Context: an optimization exercise on an open-source flow, tuned for small area, a short achievable clock period and few clock cycles per item. The choices shown serve that exercise and are no tape-out recipe.
Function was not checked in any run shown here: the RTL went through the layout flow alone.

==> design/flow/design.v <==
module swap_endian #(
  parameter UNIT_WIDTH = 8,
  parameter UNIT_COUNT = 4
  ) (
    input wire [(UNIT_WIDTH*UNIT_COUNT)-1:0] src,
    output reg [(UNIT_WIDTH*UNIT_COUNT)-1:0] dst
  );
 integer i;
  always @* begin
    for (i = 0; i < UNIT_COUNT; i = i + 1) begin
      dst[(i * UNIT_WIDTH) +: UNIT_WIDTH] = src[((UNIT_COUNT - i) * UNIT_WIDTH - 1) -: UNIT_WIDTH];
    end
  end
endmodule
module sha256_k (
  input  wire [5:0]  idx,
  output reg  [31:0] k
  );
  always @* begin
    case (idx)
      6'd0: k = 32'h428a2f98;
      6'd1: k = 32'h71374491;
      6'd2: k = 32'hb5c0fbcf;
      6'd3: k = 32'he9b5dba5;
      6'd4: k = 32'h3956c25b;
      6'd5: k = 32'h59f111f1;
      6'd6: k = 32'h923f82a4;
      6'd7: k = 32'hab1c5ed5;
      6'd8: k = 32'hd807aa98;
      6'd9: k = 32'h12835b01;
      6'd10: k = 32'h243185be;
      6'd11: k = 32'h550c7dc3;
      6'd12: k = 32'h72be5d74;
      6'd13: k = 32'h80deb1fe;
      6'd14: k = 32'h9bdc06a7;
      6'd15: k = 32'hc19bf174;
      6'd16: k = 32'he49b69c1;
      6'd17: k = 32'hefbe4786;
      6'd18: k = 32'h0fc19dc6;
      6'd19: k = 32'h240ca1cc;
      6'd20: k = 32'h2de92c6f;
      6'd21: k = 32'h4a7484aa;
      6'd22: k = 32'h5cb0a9dc;
      6'd23: k = 32'h76f988da;
      6'd24: k = 32'h983e5152;
      6'd25: k = 32'ha831c66d;
      6'd26: k = 32'hb00327c8;
      6'd27: k = 32'hbf597fc7;
      6'd28: k = 32'hc6e00bf3;
      6'd29: k = 32'hd5a79147;
      6'd30: k = 32'h06ca6351;
      6'd31: k = 32'h14292967;
      6'd32: k = 32'h27b70a85;
      6'd33: k = 32'h2e1b2138;
      6'd34: k = 32'h4d2c6dfc;
      6'd35: k = 32'h53380d13;
      6'd36: k = 32'h650a7354;
      6'd37: k = 32'h766a0abb;
      6'd38: k = 32'h81c2c92e;
      6'd39: k = 32'h92722c85;
      6'd40: k = 32'ha2bfe8a1;
      6'd41: k = 32'ha81a664b;
      6'd42: k = 32'hc24b8b70;
      6'd43: k = 32'hc76c51a3;
      6'd44: k = 32'hd192e819;
      6'd45: k = 32'hd6990624;
      6'd46: k = 32'hf40e3585;
      6'd47: k = 32'h106aa070;
      6'd48: k = 32'h19a4c116;
      6'd49: k = 32'h1e376c08;
      6'd50: k = 32'h2748774c;
      6'd51: k = 32'h34b0bcb5;
      6'd52: k = 32'h391c0cb3;
      6'd53: k = 32'h4ed8aa4a;
      6'd54: k = 32'h5b9cca4f;
      6'd55: k = 32'h682e6ff3;
      6'd56: k = 32'h748f82ee;
      6'd57: k = 32'h78a5636f;
      6'd58: k = 32'h84c87814;
      6'd59: k = 32'h8cc70208;
      6'd60: k = 32'h90befffa;
      6'd61: k = 32'ha4506ceb;
      6'd62: k = 32'hbef9a3f7;
      default: k = 32'hc67178f2;
    endcase
  end
endmodule
module csa32 (
  input  wire [31:0] x,
  input  wire [31:0] y,
  input  wire [31:0] z,
  output wire [31:0] s,
  output wire [31:0] c
  );
  wire [31:0] m = (x & y) | (x & z) | (y & z);
  assign s = x ^ y ^ z;
  assign c = {m[30:0], 1'b0};
endmodule
module add32 (
  input  wire [31:0] x,
  input  wire [31:0] y,
  output reg  [31:0] s
  );
  reg [31:0] p, G, P;
  integer i, d;
  always @* begin
    p = x ^ y;
    G = x & y;
    P = p;
    for (d = 1; d < 32; d = d * 2)
      for (i = 2 * d - 1; i < 32; i = i + 2 * d) begin
        G[i] = G[i] | (P[i] & G[i - d]);
        P[i] = P[i] & P[i - d];
      end
    for (d = 8; d >= 1; d = d / 2)
      for (i = 3 * d - 1; i < 32; i = i + 2 * d) begin
        G[i] = G[i] | (P[i] & G[i - d]);
        P[i] = P[i] & P[i - d];
      end
    s[0] = p[0];
    for (i = 1; i < 32; i = i + 1)
      s[i] = p[i] ^ G[i - 1];
  end
endmodule
module bitcoin_miner (
  input wire clk,
  input wire rst,
  input wire start,
  input wire [255:0] first_block_hash,
  input wire [127:0] second_block,
  input wire [255:0] target,
  input wire [31:0]  max_nonce,
  output reg running,
  output reg found,
  output reg [31:0] nonce
  );
  localparam [255:0] IV = {
    32'h6a09e667, 32'hbb67ae85, 32'h3c6ef372, 32'ha54ff53a,
    32'h510e527f, 32'h9b05688c, 32'h1f83d9ab, 32'h5be0cd19};
  localparam [1:0] PH_IDLE = 2'd0;
  localparam [1:0] PH_RF   = 2'd1;
  localparam [1:0] PH_H1   = 2'd2;
  localparam [1:0] PH_H2   = 2'd3;
  reg [1:0] phase;
  reg [6:0] rnd;
  reg [31:0] kreg;
  reg hi_eq, hi_lt, lo_eq, lo_lt;
  reg [3:0] sel_t;
  reg [31:0] op_a, op_e;
  reg last_nonce;
  reg load_h1, load_iv, early_stop;
  wire ld_any = load_h1 | load_iv;
  reg [31:0] a, b, c, d, e, f, g, h;
  reg [479:0] w;
  reg [31:0] xs, xc;
  function [31:0] add_load;
    input [31:0] x;
    input [31:0] y;
    input ld;
    input [31:0] v;
    reg [31:0] p, gg, pp;
    integer i, dd;
    begin
      p = x ^ y;
      gg = x & y;
      pp = p;
      for (dd = 1; dd < 32; dd = dd * 2)
        for (i = 31; i >= dd; i = i - 1) begin
          gg[i] = gg[i] | (pp[i] & gg[i - dd]);
          pp[i] = pp[i] & pp[i - dd];
        end
      add_load = (ld ? v : p) ^ ({gg[30:0], 1'b0} & {32{~ld}});
    end
  endfunction
  function [31:0] bswap;
    input [31:0] x;
    bswap = {x[7:0], x[15:8], x[23:16], x[31:24]};
  endfunction
  function [31:0] word;
    input [255:0] v;
    input integer i;
    word = v[255 - 32 * i -: 32];
  endfunction
  wire [31:0] sig1 = {e[5:0], e[31:6]} ^ {e[10:0], e[31:11]} ^ {e[24:0], e[31:25]};
  wire [31:0] sig0 = {a[1:0], a[31:2]} ^ {a[12:0], a[31:13]} ^ {a[21:0], a[31:22]};
  wire [31:0] ch   = (e & f) ^ (~e & g);
  wire [31:0] maj  = (a & b) | (a & c) | (b & c);
  wire [31:0] w0   = w[32*0 +: 32];
  wire [31:0] s_hkw, c_hkw, s_t, c_t, s_a1, c_a1, s_a2, c_a2, s_e1, c_e1, s_e2, c_e2;
  csa32 u_hkw (.x(h), .y(kreg), .z(w0), .s(s_hkw), .c(c_hkw));
  csa32 u_t   (.x(sig1), .y(sig0), .z(maj), .s(s_t), .c(c_t));
  csa32 u_a1  (.x(s_hkw), .y(c_hkw), .z(ch), .s(s_a1), .c(c_a1));
  csa32 u_a2  (.x(s_t), .y(c_t), .z(s_a1), .s(s_a2), .c(c_a2));
  wire [31:0] s_a3, c_a3;
  csa32 u_a3  (.x(s_a2), .y(c_a2), .z(c_a1), .s(s_a3), .c(c_a3));
  wire [31:0] a_nxt = add_load(s_a3, c_a3, ld_any, load_h1 ? word(first_block_hash, 0) : word(IV, 0));
  csa32 u_e1  (.x(d), .y(sig1), .z(ch), .s(s_e1), .c(c_e1));
  csa32 u_e2  (.x(s_hkw), .y(c_hkw), .z(s_e1), .s(s_e2), .c(c_e2));
  wire [31:0] s_e3, c_e3;
  csa32 u_e3  (.x(s_e2), .y(c_e2), .z(c_e1), .s(s_e3), .c(c_e3));
  wire [31:0] e_nxt = add_load(s_e3, c_e3, ld_any, load_h1 ? word(first_block_hash, 4) : word(IV, 4));
  wire [31:0] w1  = w[32*1  +: 32];
  wire [31:0] w9  = w[32*9  +: 32];
  wire [31:0] w14 = w[32*14 +: 32];
  wire [31:0] ss0 = {w1[6:0], w1[31:7]} ^ {w1[17:0], w1[31:18]} ^ {3'b000, w1[31:3]};
  wire [31:0] ss1 = {w14[16:0], w14[31:17]} ^ {w14[18:0], w14[31:19]} ^ {10'b0, w14[31:10]};
  wire [31:0] s_x1, c_x1, s_x2, c_x2;
  csa32 u_x1 (.x(w0), .y(w9), .z(ss1), .s(s_x1), .c(c_x1));
  csa32 u_x2 (.x(s_x1), .y(c_x1), .z(ss0), .s(s_x2), .c(c_x2));
  wire [31:0] w15 = xs + xc;
  reg [31:0] t_hi, t_lo;
  integer k;
  always @* begin
    t_hi = 32'h0; t_lo = 32'h0;
    for (k = 0; k < 4; k = k + 1) begin
      t_hi = t_hi | ({32{sel_t[k]}} & word(target, k));
      t_lo = t_lo | ({32{sel_t[k]}} & word(target, 4 + k));
    end
  end
  wire [31:0] ff_a, ff_e;
  assign ff_a = op_a + a;
  assign ff_e = op_e + e;
  wire [31:0] v_hi = bswap(ff_e);
  wire [31:0] v_lo = bswap(ff_a);
  wire hi_w_lt = v_hi < t_hi;
  wire hi_w_eq = v_hi == t_hi;
  wire lo_w_lt = v_lo < t_lo;
  wire lo_w_eq = v_lo == t_lo;
  wire first_w = sel_t[0];
  wire hi_lt_n = first_w ? hi_w_lt : (hi_lt | (hi_eq & hi_w_lt));
  wire hi_eq_n = first_w ? hi_w_eq : (hi_eq & hi_w_eq);
  wire lo_lt_n = first_w ? lo_w_lt : (lo_lt | (lo_eq & lo_w_lt));
  wire lo_eq_n = first_w ? lo_w_eq : (lo_eq & lo_w_eq);
  always @(posedge clk) begin
    hi_lt <= hi_lt_n; hi_eq <= hi_eq_n;
    lo_lt <= lo_lt_n; lo_eq <= lo_eq_n;
  end
  wire hit = hi_lt | (hi_eq & (lo_lt | lo_eq));
  wire in_h1 = (phase == PH_H1);
  wire in_h2 = (phase == PH_H2);
  wire in_rf = (phase == PH_RF);
  wire r61 = (rnd == 7'd61);
  wire r63 = (rnd == 7'd63);
  wire r64 = (rnd == 7'd64);
  wire r65 = (rnd == 7'd65);
  wire [31:0] nonce_inc = nonce + {31'd0, in_h2};
  wire rej_now = first_w & ~(hi_w_lt | hi_w_eq);
  always @(posedge clk) begin
    if (rst) begin
      load_h1 <= 1'b0;
      load_iv <= 1'b0;
      early_stop <= 1'b0;
    end else begin
      load_h1 <= (in_h2 & r61 & rej_now & ~last_nonce) | (in_rf & r61);
      load_iv <= in_h1 & r63;
      early_stop <= in_h2 & r61 & rej_now & last_nonce;
    end
  end
  wire full_end  = in_h2 & r65;                     
  wire to_rf     = full_end & ~hit & ~last_nonce;
  wire stop      = early_stop | (full_end & (hit | last_nonce));
  wire start_ok  = (phase == PH_IDLE) & start;
  reg [6:0] rnd_inc;
  reg [6:0] rnd_nxt;
  always @* begin
    if (load_h1 | load_iv) rnd_nxt = 7'd0;
    else if (to_rf | start_ok) rnd_nxt = 7'd48;
    else rnd_nxt = rnd_inc;
  end
  wire [31:0] k_inc;
  sha256_k u_k (.idx(rnd_inc[5:0]), .k(k_inc));
  wire ff_rng = (rnd_inc >= 7'd61) & (rnd_inc <= 7'd64);
  wire ff_nxt = phase[1] & ~load_h1 & ~load_iv & ff_rng;
  reg [3:0] sel_nxt, opsel;
  reg [31:0] op_a_nxt, op_e_nxt;
  always @* begin
    op_a_nxt = 32'h0; op_e_nxt = 32'h0;
    for (k = 0; k < 4; k = k + 1) begin
      sel_nxt[k] = ff_nxt & (rnd_inc[1:0] == ((k + 1) & 3));
      opsel[k] = ff_rng & (rnd_inc[1:0] == ((k + 1) & 3));
      if (in_h1) begin
        op_a_nxt = op_a_nxt | ({32{opsel[k]}} & word(first_block_hash, 3 - k));
        op_e_nxt = op_e_nxt | ({32{opsel[k]}} & word(first_block_hash, 7 - k));
      end else begin
        op_a_nxt = op_a_nxt | ({32{opsel[k]}} & word(IV, 3 - k));
        op_e_nxt = op_e_nxt | ({32{opsel[k]}} & word(IV, 7 - k));
      end
    end
  end
  always @(posedge clk) begin
    rnd <= rnd_nxt;
    rnd_inc <= rnd_nxt + 7'd1;
    kreg <= (load_h1 | load_iv) ? 32'h428a2f98 : k_inc;
    sel_t <= sel_nxt;
    op_a <= op_a_nxt;
    op_e <= op_e_nxt;
    last_nonce <= (nonce == max_nonce);
  end
  always @(posedge clk) begin
    if (rst) begin
      phase <= PH_IDLE;
      running <= 1'b0;
      found <= 1'b0;
    end else begin
      if (start_ok) begin
        phase <= PH_RF;
        running <= 1'b1;
        found <= 1'b0;
      end
      if (load_h1) phase <= PH_H1;
      if (load_iv) phase <= PH_H2;
      if (to_rf) phase <= PH_RF;
      if (stop) begin
        phase <= PH_IDLE;
        running <= 1'b0;
        found <= full_end & hit;
      end
    end
  end
  always @(posedge clk) begin
    if (start_ok) nonce <= bswap(second_block[31:0]);
    else if ((load_h1 & in_h2) | to_rf) nonce <= nonce_inc;
  end
  always @(posedge clk) begin
    a <= a_nxt;
    e <= e_nxt;
    if (load_h1) begin
      {b, c, d} <= first_block_hash[223:128];
      {f, g, h} <= first_block_hash[95:0];
    end else if (load_iv) begin
      {b, c, d} <= IV[223:128];
      {f, g, h} <= IV[95:0];
    end else begin
      b <= a; c <= b; d <= c;
      f <= e; g <= f; h <= g;
    end
  end
  reg [31:0] tail;
  reg inject;
  always @* begin
    tail = s_x2;
    inject = 1'b1;
    if (in_h1 & (rnd >= 7'd57)) begin
      tail = (rnd == 7'd57) ? 32'h80000000 : r64 ? 32'h00000100 : 32'h0;
    end else if ((in_h2 | in_rf) & (rnd >= 7'd48)) begin
      case (rnd[5:0])
        6'd48:   tail = second_block[95:64];
        6'd49:   tail = second_block[63:32];
        6'd50:   tail = bswap(nonce_inc);
        6'd51:   tail = 32'h80000000;
        6'd62:   tail = 32'h00000280;
        default: tail = 32'h0;
      endcase
    end else begin
      inject = 1'b0;
    end
  end
  wire h1_ff = in_h1 & (rnd >= 7'd61);
  reg [479:0] w_nxt;
  always @* begin
    w_nxt = {w15, w[479:32]};
    if (h1_ff) begin
      if (sel_t[0]) begin w_nxt[32*6 +: 32] = ff_a; w_nxt[32*10 +: 32] = ff_e; end
      if (sel_t[1]) begin w_nxt[32*4 +: 32] = ff_a; w_nxt[32*8  +: 32] = ff_e; end
      if (sel_t[2]) begin w_nxt[32*2 +: 32] = ff_a; w_nxt[32*6  +: 32] = ff_e; end
      if (sel_t[3]) begin w_nxt[32*0 +: 32] = ff_a; w_nxt[32*4  +: 32] = ff_e; end
    end
    if (load_h1) w_nxt[32*0 +: 32] = second_block[127:96];
  end
  always @(posedge clk) begin
    w <= w_nxt;
    xs <= tail;
    xc <= inject ? 32'h0 : c_x2;
  end
endmodule
==> design/flow/flow/run.sh <==
#!/bin/bash
# The standard layout, with the port buffers made of the smallest
# buffer cell instead of the flow's default delay buffer.
set -euo pipefail
bash standard.sh "BUFFER_PORTS_ARGS=-buffer_cell sky130_fd_sc_hd__buf_1" finish > standard.log 2>&1
==> design/flow/standard.sh <==
#!/bin/bash
# synth_recipe.tcl (not shown) runs the flow's synth.tcl, then flattens the netlist and writes it again
# the make line also repeats each setting of config.mk as NAME=value (left out here)
make -C /OpenROAD-flow-scripts/flow DESIGN_CONFIG=/design/flow/config.mk WORK_HOME=/design/flow/orfs CLKGATE_MAP_FILE= SYNTH_SCRIPT=/design/flow/synth_recipe.tcl "${@:-finish}"
==> design/flow/config.mk <==
export PLATFORM = sky130hd
export DESIGN_NAME = bitcoin_miner
export DESIGN_NICKNAME = bitcoin_miner
export VERILOG_FILES = /design/flow/design.v
export SDC_FILE = /design/flow/constraint.sdc
export NUM_CORES = 8
export LEC_CHECK = 0
export ABC_AREA = 1
export CAP_MARGIN = 20
export CORE_MARGIN = 2
export CORE_UTILIZATION = 40
export CTS_CLUSTER_DIAMETER = 80
export CTS_CLUSTER_SIZE = 24
export SETUP_SLACK_MARGIN = 5.0
export SLEW_MARGIN = 20
export SYNTH_HIERARCHICAL = 1
==> design/flow/constraint.sdc <==
create_clock -name core_clock -period 8.5 [get_ports {clk}]
set_input_delay 1.7000 -clock core_clock [delete_from_list [all_inputs] [get_ports {clk}]]
set_output_delay 1.7000 -clock core_clock [all_outputs]
set_load 0.01 [all_outputs]
==> run notes, run 1 <==
* Status: finished clean
* Area of the core at 141600 sq um
* Final setup vio count at 0
* R2r endpoint: a[17]$_DFF_P_
* Die Y at 381.9 microns
* Final instance area at 69650 sq um
* Net Count, Synth at 8581
* Met2 routed WL at 139000 microns
* Syn_area_per_cell at 7.768 sq um
* Num Clock Sinks at 958
* Root Driver: clkbuf_16
* Hold WC Path Type: reg2reg
* Post-Route M1 WL at 114900 microns
* Layout area overhead at 21.91%
* Worst Path Arrival at 4.69 ns
* Worst reg2reg setup slack at 4.40 ns
* Layout cells sized above 1 at 0.1526
* WL final at 303600 microns
* Max-Cap Viols at 0
* Vias at 56583
* Slew margin rel. at 0.1536
* Post-DRT Antenna Nets at 0
* Wire length on met3 at 21450 microns
* Critical Path Source Type: flip-flop
* Reg2reg start: w[16]$_DFF_P_
* Largest net degree at the start of global routing at 87
* Worst-path clk slew at 0.10 ns
* Post-DR wirelength/cell at 30.26 microns
* Synth async-reset ratio at 0
* Final setup TNS at 0 ns
* DIE WIDTH at 381.9 microns
* Layout Nets at 9310
* First-pass GRT wire length at 416400 microns
* Vias per Instance at 5.641
* GRT overflow at 0
* CP Max Fanout at 3
* CTS tree: yes
* IO Count at 709
* Library cells used by synthesis at 54
* I/O Buffers at 708
* Synth Register Bits at 958
* Clock Latency Late Sink at 0.73 ns
* CP Class: reg2reg
* Worst setup path startpoint: w[16]$_DFF_P_
* Max Clk Rate at 0.2441 GHz
* Final slew viol count at 0
* Rows at 138
* Hold_buf cts at 0
* Clock Skew at 0.04485 ns
* Fin crit share at 0.4819
* Worst Path Required at 9.09 ns
* Crit path capture: a[17]$_DFF_P_
* Post-DP Area at 61480 sq um
* DRC at 0
* Total Die Area at 145900 sq um
* Slew @ Worst Pin at 1.256 ns
* Final hold vios at 0
* All-Layer GR Usage at 0.4053
* Vias in the first global route at 54857
* Pre-CTS setup slack at 3.430 ns
* Worst Reg-to-Reg Cells at 14
* Initial antenna violation count at 15
* Yosys warning count at 8
* Seq/Total Area, Yosys at 0.3413
* Cell Count, Final, Fillers Out at 10031
* Initial Util at 0.4035
* Main synth FF type: dfxtp_1
* Fin worst setup slack at 4.404 ns
* Routability cong. at 1.058
* Post-Place Cells at 9701
* Crit end category: flip-flop
* Initial DRC count at 5561
* TritonCTS buffer count at 67
* Area of the mapped netlist at 57130 sq um
* Fin crit period at 4.096 ns
* Post-synth EDFFs at 32
* Mapped Cells at 7355
* DP HPWL at 246200 microns
* CTS Buffer Depth at 3
* RSZ-0062 raised after global routing: yes
* Highest metal used: met5
* DR pass1 iterations at 6
* # H-tree levels at 3
[synthesized netlist by cell type (8+ instances only)]
cell type,count,area [sq um]
nand2_1,2011,7548
dfxtp_1,926,18540
inv_1,717,2691
nor2_1,465,1745
nand3_1,454,2272
o21ai_0,427,2137
fa_1,313,6266
a21oi_1,262,1311
xnor2_1,242,2120
ha_1,238,2978
clkbuf_1,208,780.8
xor2_1,120,1051
a22o_1,103,902.1
nand4_1,85,531.8
o22a_1,80,700.7
a221oi_1,66,578.1
buf_2,64,320.3
o22ai_1,64,400.4
nor3_1,61,305.3
or2_2,46,287.8
a22oi_1,34,255.2
o21bai_1,34,255.2
edfxtp_1,32,960.9
maj3_1,31,310.3
buf_1,27,101.4
o2111ai_1,25,219.0
o211ai_1,23,172.7
buf_4,22,165.2
nand3b_1,22,165.2
o21a_1,22,165.2
a21o_1,21,157.7
nor4_1,16,100.1
conb_1,10,37.54
and2_1,9,56.30
a21boi_0,8,60.06
[sequential cells by signal (all words and copies together), names as in the netlist, 2 cells and up]
signal	count
h	32
a	32
rnd_inc	7
rnd	7
c	32
g	32
op_e	32
nonce	32
kreg	32
sel_t	4
xc	32
d	32
b	32
op_a	32
xs	32
f	32
phase	2
w	480
e	32
[Yosys stat by module, one instance, submodules excluded]
| module | cell area [sq um] | copies in the design | cells inside |
|---|---|---|---|
| csa32 | 666.9 | 10 | 42 |
| bitcoin_miner | 47680 | 1 | 6331 |
| sha256_k | 2784 | 1 | 604 |
[per-layer routing]
metal,global-route usage,vias up
met2,0.6610,2867
met1,0.4826,27525
met5,0,-
li1,-,25448
met3,0.06182,739
met4,0.3034,4
[area by class of cell]
cell class              instances  area, sq um
diodes                         13        32.53
multi-input cells            5343        37310
clock inverters                41        605.6
repair buffers                987         5039
clock buffers                  72         1705
fillers                     14105        71940
well taps                    1890         2365
flip-flops and latches        958        19840
inverters                     727         2759
[stage by stage]
step                hold WS, ns    util
finish                   0.3122  0.4919
global route             0.3085  0.4917
CTS                      0.3110  0.4818
detailed placement       0.3121  0.4342
global placement         0.3096  0.4341
floorplan                0.3096       -
[worst min-delay path by stage]
stage	startpoint	endpoint	depth (start not counted)
after floorplan	w[132]$_DFF_P_	w[100]$_DFF_P_	0
after global placement	w[322]$_DFF_P_	w[290]$_DFF_P_	0
after detailed placement	w[198]$_DFF_P_	w[166]$_DFF_P_	0
after CTS	w[256]$_DFF_P_	w[224]$_DFF_P_	0
after global routing	w[256]$_DFF_P_	w[224]$_DFF_P_	0
final	w[216]$_DFF_P_	w[184]$_DFF_P_	0
[worst max-delay path, cell delays in order (launching register included)]
cell	delay (ns)
dfxtp_4	0.40
fa_2	0.72
fa_1	0.51
fa_1	0.55
fa_1	0.46
ha_4	0.35
buf_12	0.12
nand2_8	0.05
nor2_4	0.14
nand2_2	0.09
inv_1	0.09
a21oi_1	0.08
nand2_1	0.13
nand2_1	0.09
xnor2_1	0.16
[repair_timing]
item	CTS	global route
cloned	0	1
endpoints found under the setup margin	105	69
resized for setup	845	243
setup buffers	153	50
pin swaps	247	168
[cell usage in the layout, fill, tap and decap left out, types with 31 or more instances in the layout]
cell / count
xnor2_1: 174
inv_1: 681
o21ai_2: 32
a22oi_1: 34
a22o_1: 103
nand2_4: 42
buf_1: 708
fa_1: 233
a221oi_1: 63
xnor2_2: 52
or2_2: 45
nand3_1: 431
ha_1: 155
nor2_4: 42
dfxtp_1: 807
nor2_1: 393
dfxtp_4: 76
dfxtp_2: 43
o21ai_0: 368
a21oi_2: 37
a21oi_1: 205
xor2_1: 111
nor3_1: 47
edfxtp_1: 32
nand2_2: 112
clkbuf_16: 67
buf_4: 240
o22ai_1: 64
inv_2: 36
ha_4: 64
nand2_1: 1857
maj3_1: 31
nand4_1: 85
o22a_1: 80
fa_2: 80
nor2_2: 38
[cell families (layout without fill, tap and decap cells)]
group | count (synthesis) | after routing | share of synthesized area
xor+xnor | 362 | 362 | 0.05549
simple gates | 3194 | 3195 | 0.2315
buf+inv | 1055 | 1827 | 0.07297
flops | 958 | 958 | 0.3413
compound gates | 1194 | 1194 | 0.1309
other cells | 10 | 23 | 0.0006571
fa+ha+maj | 582 | 582 | 0.1672
==> run 2: changes to the inputs <==
--- a/design/flow/design.v
+++ b/design/flow/design.v
@@ -244,7 +244,8 @@
   wire r64 = (rnd == 7'd64);
   wire r65 = (rnd == 7'd65);
   wire [31:0] nonce_inc = nonce + {31'd0, in_h2};
-  wire rej_now = first_w & ~(hi_w_lt | hi_w_eq);
+  wire [7:0] top_byte = e[7:0] + 8'h19;
+  wire rej_now = top_byte > target[255:248];
   always @(posedge clk) begin
     if (rst) begin
       load_h1 <= 1'b0;
--- a/design/flow/config.mk
+++ b/design/flow/config.mk
@@ -11,6 +11,6 @@
 export CORE_UTILIZATION = 40
 export CTS_CLUSTER_DIAMETER = 80
 export CTS_CLUSTER_SIZE = 24
-export SETUP_SLACK_MARGIN = 5.0
+export SETUP_SLACK_MARGIN = 4.5
 export SLEW_MARGIN = 20
 export SYNTH_HIERARCHICAL = 1
==> run notes, run 2 <==
* Initial antenna violation count at 28 (+13)
* CP max stage delay at 0.75 ns (+0.03 ns)
* CP Class: reg2reg
* WL final at 298500 microns (-1.7%)
* Fin crit period at 4.103 ns (+0.006120 ns)
* Final setup vio count at 0 (unchanged)
* Num Clock Sinks at 958 (unchanged)
* Routability cong. at 1.071 (+1.2%)
* Rows at 139 (+0.72%)
* Delay-heaviest family, CP: buffers and inverters
* Synth Register Bits at 958 (unchanged)
* First-pass GRT wire length at 406900 microns (-2.3%)
* Fin worst setup slack at 4.397 ns (-0.006120 ns)
* Vias at 57174 (+1.0%)
* Status: finished clean
* Final slew viol count at 0 (unchanged)
* Yosys warning count at 8 (unchanged)
* Most common cell after layout, fill and taps aside: nand2_1
* Hold WC Path Type: reg2reg
* DRC at 0 (unchanged)
* Initial Util at 0.4035 (about the same)
* Pre-CTS setup slack at 3.331 ns (-0.09829 ns)
* Worst path bufs/invs at 4 (+2)
* Mapped Cells at 7507 (+2.1%)
* Die Y at 384.9 microns (+0.78%)
* Library cells used by synthesis at 59 (+9.3%)
* Initial DRC count at 6597 (+19%)
* Clock Latency Late Sink at 0.75 ns (+0.02 ns)
* Post-DR wirelength/cell at 29.59 microns (-2.2%)
* Syn_area_per_cell at 7.731 sq um (-0.47%)
* Layout area overhead at 17.48%
* Slew @ Worst Pin at 1.133 ns (-0.1231 ns)
* DR pass1 iterations at 6 (unchanged)
* Filler cell count at 14413 (+2.2%)
* Worst Path Required at 9.06 ns (-0.03 ns)
* Critical Path Most Common Cell: buf_4
* Crit end category: flip-flop
* Post-synth top area cell: dfxtp_1
* CP Max Fanout at 22 (+19)
* Area of the mapped netlist at 58040 sq um (+1.6%)
* GRT overflow at 0 (unchanged)
* Largest net degree at the start of global routing at 156 (+79%)
* Worst-path clk slew at 0.09 ns (about the same)
* Root Driver: clkbuf_16
* CTS Buffer Depth at 3 (unchanged)
* Layout cells sized above 1 at 0.1056 (-0.04692)
* Synth top cells by count: nand2_1 (2086), dfxtp_1 (926), inv_1 (728)
* Post-DRT Antenna Nets at 0 (unchanged)
* Net Count, Synth at 8742 (+1.9%)
* Max-Cap Viols at 0 (unchanged)
* DIE WIDTH at 384.9 microns (+0.78%)
* Final setup TNS at 0 ns (unchanged)
* Final hold vios at 0 (unchanged)
* Vias in the first global route at 54171 (-1.3%)
* Area contributors post-synth: dfxtp_1 (32%), nand2_1 (13%), fa_1 (11%)
* Slew margin rel. at 0.2417 (+0.08810)
* Post-synth EDFFs at 32 (unchanged)
* TritonCTS buffer count at 72 (+7.5%)
* # H-tree levels at 3 (unchanged)
* I/O Buffers at 708 (unchanged)
* Seq/Total Area, Yosys at 0.3360 (-0.005320)
* DP HPWL at 241700 microns (-1.8%)
* Clock Skew at 0.04084 ns (-0.004013 ns)
* Layout Nets at 9354 (+0.47%)
* Worst Path Arrival at 4.66 ns (-0.03 ns)
* Max FFs per register at 480 (unchanged)
* Most frequent cells in the layout: nand2_1 (2027), dfxtp_1 (819), inv_1 (715)
* Area of the core at 143800 sq um (+1.6%)
* IO Count at 709 (unchanged)
* Fin crit share at 0.4827 (+0.0007200)
* Synth async-reset ratio at 0 (unchanged)
* Max Clk Rate at 0.2438 GHz (-0.15%)
* Main synth FF type: dfxtp_1
* FF+latch area at 19810 sq um (-0.16%)
* Critical Path Source Type: flip-flop
* Vias per Instance at 5.667 (+0.46%)
* Count leader, synth: nand2_1
* All-Layer GR Usage at 0.3907 (-0.01460)
* Hold_buf cts at 0 (unchanged)
* Slowest-stage cell, CP: dfxtp_1
* Multi-input logic area at 36470 sq um (-2.2%)
* Most flop-heavy register: w
* Total Die Area at 148200 sq um (+1.6%)
* Post-synth top area share at 0.3194 (-0.005058)
* CP Cell Sequence: inv_1 > nor3_4 > buf_4 > nand2_2 > buf_4 > nor2_4 > inv_2 > o2111ai_1
* RSZ-0062 raised after global routing: yes
* CTS tree: yes
## run 2: layout make-up
class / count / share of cell area
Clock inverter: 50 / 0.01202
Tap cell: 1903 / 0.03492
Timing Repair Buffer: 868 / 0.05911
Antenna cell: 17 / 0.0006240
Clock buffer: 74 / 0.02654
Inverter: 745 / 0.04135
Multi-Input combinational cell: 5474 / 0.5350
Sequential cell: 958 / 0.2905
## run 2: repair_timing
action | CTS | global route
setup endpoints to repair | 70 | 49
pin swaps | 59 | 87
buffers inserted | 56 | 36
endpoints found under the hold margin | 0 | 0
resized for setup | 392 | 254
## run 2: worst paths after layout
path | startpoint | end | slack [ns] | cells after the start
max | rnd_inc[0]$_DFF_P_ | op_e[1]$_DFF_P_ | 4.40 | 8
min | w[396]$_DFF_P_ | w[364]$_DFF_P_ | 0.31 | 0
min reg2reg | w[396]$_DFF_P_ | w[364]$_DFF_P_ | 0.31 | 0
max reg2reg | rnd_inc[0]$_DFF_P_ | op_e[1]$_DFF_P_ | 4.40 | 8
## run 2: per-stage QoR
stage | area [sq um] | hold WS [ns] | utilization | cells
2_1_floorplan | 58040 | 0.3096 | - | 7507
3_3_place_gp | 62180 | 0.3098 | 0.4324 | 9856
3_5_place_dp | 62180 | 0.3121 | 0.4324 | 9856
4_1_cts | 66670 | 0.3188 | 0.4636 | 10036
5_1_grt | 68150 | 0.3265 | 0.4739 | 10079
6_report | 68180 | 0.3128 | 0.4740 | 10089
## run 2: cell families after synthesis
logic type / share of synthesized area
AND/OR/NAND/NOR: 0.2434
AO/OA/AOI/OAI: 0.1230
buffers and inverters: 0.07423
flip-flops: 0.3360
adder cells (fa/ha/maj): 0.1666
XOR/XNOR: 0.05521
other: 0.0006468
multiplexers: 0.001035
## run 2: worst reg2reg max path, stage by stage, from the launching register on
cell and delay (ns):
dfxtp_1 0.75, inv_1 0.23, nor3_4 0.21, buf_4 0.35, nand2_2 0.11, buf_4 0.32
nor2_4 0.63, inv_2 0.61, o2111ai_1 0.74
## run 2: layer usage
metal  part of all wire  global-route usage  routed length [microns]
met3              0.093             0.07469                    27710
met5            0.00046                   0                      136
met2               0.44              0.6131                   131000
met1               0.40              0.5101                   119700
met4              0.067              0.2036                    19970
## run 2: Yosys stat by module, one instance, submodules excluded
module         flops+latches  times used
sha256_k                   0           1
bitcoin_miner            958           1
csa32                      0          10

==> static timing again, ports no longer ideal <==
No port has a modelled driver above. Below, the same layouts with a new extraction and two added sets of constraints.
Step 1 (the two cells are an assumption about what drives the block):
set clk [get_ports {clk}]
set_driving_cell -lib_cell sky130_fd_sc_hd__clkbuf_16 $clk
set_driving_cell -lib_cell sky130_fd_sc_hd__buf_2 [delete_from_list [all_inputs] $clk]
Step 2 also shifts input and output timing later by t, the mid clock arrival at the registers, as if the neighbouring blocks saw the same clock.
a / b / c = ideal / step 1 / step 2; a / b = the first two.
run | t (ns) | setup WS [ns] | worst register clock-pin slew, ns | worst slew at a driven data input, ns
run 1 | 0.791 | 4.404 / 4.404 / 4.278 | 0.10 / 0.10 | 0.16
run 2 | 0.817 | 4.397 / 4.397 / 4.320 | 0.10 / 0.10 | 0.24
After both steps every run listed still meets setup and hold. The setup slack of run 1, which loses most, moves by 0.000 ns with the drivers and by -0.126 ns with both steps.
